This design comes from an exercise in tuning for small area, a short achievable clock period and few clock cycles per item on the open sky130 flow, not from production work. RTL that was checked went through simulation tests only; none was proved equivalent to the original. Power and IR drop assume default switching activity.

Design apb_slave, start of the top module:
module apb_slave (
  input  logic        PCLK,
  input  logic        PRESETn,
  input  logic [31:0] PADDR,
  input  logic        PSEL,
  input  logic        PENABLE,
  input  logic        PWRITE,
  input  logic [31:0] PWDATA,
  output logic [31:0] PRDATA,
  output logic        PREADY,
  output logic        PSLVERR
);
Size in the first run: roughly 980 cells after synthesis, ~580 flip-flops, about 100 I/O pins, ~20,000 um2 of cells after synthesis.
export LEC_CHECK = 0
export CAP_MARGIN = 20
export CORE_MARGIN = 2
export CORE_UTILIZATION = 40
export CTS_CLUSTER_DIAMETER = 100
export CTS_CLUSTER_SIZE = 30
export SETUP_SLACK_MARGIN = 3.0
export SLEW_MARGIN = 20
export SYNTH_HIERARCHICAL = 1
create_clock -name core_clock -period 5.0 [get_ports {PCLK}]
standard.sh (not shown) runs the stock make flow with config.mk's settings and CLKGATE_MAP_FILE= SYNTH_SCRIPT=/design/flow/synth_recipe.tcl, a recipe that flattens the netlist after the stock synthesis.
==> flow/flow/run.sh <==
#!/bin/bash
# The standard layout, with every port buffered by a plain buf_1 (ORFS's
# buffer_ports otherwise picks a delay cell) and explicit CTS arguments.
set -euo pipefail
bash standard.sh finish "BUFFER_PORTS_ARGS=-buffer_cell sky130_fd_sc_hd__buf_1" "CTS_ARGS=-sink_clustering_enable -repair_clock_nets -sink_clustering_size 30 -sink_clustering_max_diameter 100 -sink_clustering_levels 1" > standard.log 2>&1
Testbench counts at the start, summed over its fixed seeds: cycles 32,000, transfers 16,000.
Rerun with:
==> flow/flow/run.sh (replaced) <==
#!/bin/bash
# The standard layout, with every port buffered by a plain buf_1 (ORFS's
# buffer_ports otherwise picks a delay cell); repair_timing resizes as needed.
set -euo pipefail
bash standard.sh finish "BUFFER_PORTS_ARGS=-buffer_cell sky130_fd_sc_hd__buf_1" > standard.log 2>&1
SETUP_SLACK_MARGIN = 2.9   (was 3.0)
Outcome: The changed run completed without violations. Combinational power fell by about 10%. Global-route usage fell by 0.49 points. Hold slack gets better by 0.0099 ns.
Rerun with:
==> flow/flow/run.sh (replaced) <==
#!/bin/bash
# The standard layout, with every port buffered by a plain buf_1 (ORFS's
# buffer_ports otherwise picks a delay cell), and ORFS's power recovery
# (downsizing gates off the critical paths) after global routing.
set -euo pipefail
bash standard.sh finish "BUFFER_PORTS_ARGS=-buffer_cell sky130_fd_sc_hd__buf_1" RECOVER_POWER=100 > standard.log 2>&1
SETUP_SLACK_MARGIN = 3.0   (was 2.9)
After rerunning: Now the flow completed and failed the layout checks on max-capacitance violations, max-slew violations; non-clock buffer count shrinks by 5; cell count rises by 0.56%; combinational power increases by about 10%; sequential cell count stays the same; die area does not change; total power is about the same; clock-buffer cell count is unchanged; global-route usage is higher by 0.49 points.
Rerun with:
==> flow/flow/run.sh (replaced) <==
#!/bin/bash
# The standard layout, with every port buffered by a plain buf_1 (ORFS's
# buffer_ports otherwise picks a delay cell); repair_timing resizes as needed.
set -euo pipefail
bash standard.sh finish "BUFFER_PORTS_ARGS=-buffer_cell sky130_fd_sc_hd__buf_1" > standard.log 2>&1
What happened: With this change the flow finished with timing, DRC and antenna clean. Final area increases slightly. Area after synthesis stays the same. Routed wire length stays flat. Non-clock buffer count does not change. Sequential cell count stays the same. Register-to-register slack gets better by 1.0 ns. Total power barely changes. Fmax rises by well over a third. Clock power hardly moves. Global-route usage stays the same.
Rerun with:
SETUP_SLACK_MARGIN = 2.8   (was 3.0)
After rerunning: The new run completed without violations. Power shrinks slightly. Non-clock buffer count decreases by 1. Cell area goes down by a few percent. Cell count went down slightly. Clock power stays flat. Hold slack improved by 0.0045 ns. Via count shrinks by a few percent. Routed wire length came out lower by roughly a tenth.


apb_slave, a different RTL version from the one above (not shown whole).
Size in the first run: about 1,000 cells after synthesis, about 580 flip-flops, ~100 I/O pins, ~20,000 µm² of cells after synthesis.
export LEC_CHECK = 0
export CAP_MARGIN = 20
export CORE_MARGIN = 2
export CORE_UTILIZATION = 40
export SETUP_SLACK_MARGIN = 2.5
export SLEW_MARGIN = 20
export SYNTH_HIERARCHICAL = 1
create_clock -name core_clock -period 5.0 [get_ports {PCLK}]
run.sh (not shown) runs the stock make flow with config.mk's settings and CLKGATE_MAP_FILE= SYNTH_SCRIPT=/design/flow/synth_recipe.tcl, a recipe that flattens the netlist after the stock synthesis.
Stock flow here: none of the scripts above is used.
==> next run, changes <==
--- a/flow/config.mk
+++ b/flow/config.mk
@@ -10,0 +11,2 @@
+export CTS_CLUSTER_DIAMETER = 100
+export CTS_CLUSTER_SIZE = 30
Outcome:
- clock-buffer cell count drops by 31
- total power drops by 20%
- hold slack improved by 0.012 ns
- routed wire length is lower by 1.8%
==> next run, changes <==
--- a/flow/config.mk
+++ b/flow/config.mk
@@ -12 +12 @@
-export CTS_CLUSTER_SIZE = 30
+export CTS_CLUSTER_SIZE = 25
After rerunning: The new run completed without violations. Utilization increases by 0.21 points. Worst hold slack loses 0.0035 ns. Via count is about the same. First-iteration DRC count increases by 3.9%. Count of clock-buffer cells in the layout increases by 8.
Function was not checked in any run of this note: the RTL went through the layout flow alone.

separate check: timing with driven ports:
Ports are ideal in the flow. The routed layouts listed here were re-timed in OpenROAD. Step 1 (the two cells are an assumption about what drives the block):
set clk [get_ports {PCLK}]
set_driving_cell -lib_cell sky130_fd_sc_hd__clkbuf_16 $clk
set_driving_cell -lib_cell sky130_fd_sc_hd__buf_2 [delete_from_list [all_inputs] $clk]
Step 2 adds t to the input delays and takes it off the output delays; t is the mean of the earliest and latest rising clock arrival at the registers after step 1. Input paths then give back, and output paths get back, about the clock's delay inside the block. Three values: ideal, step 1, step 2; two values: the first two.
run	shift t [ns]	setup slack, ns	worst setup path at the end
the first run of note 1	0.631	2.935 / 2.880 / 2.376	input to register
the second run of note 1	0.627	2.932 / 2.894 / 2.333	input to register
the third run of note 1	0.629	1.916 / 1.931 / 1.301	input to register
the fourth run of note 1	0.631	2.935 / 2.880 / 2.376	input to register
the fifth run of note 1	0.609	2.834 / 2.829 / 2.248	input to register
the first run of note 2	0.654	2.464 / 2.494 / 1.846	input to register
the second run of note 2	0.604	2.561 / 2.509 / 2.015	input to register
the third run of note 2	0.629	2.461 / 2.490 / 1.868	input to register
For the first run of note 2, which loses most, drivers alone change the setup slack by +0.030 ns; drivers and shift together by -0.618 ns.
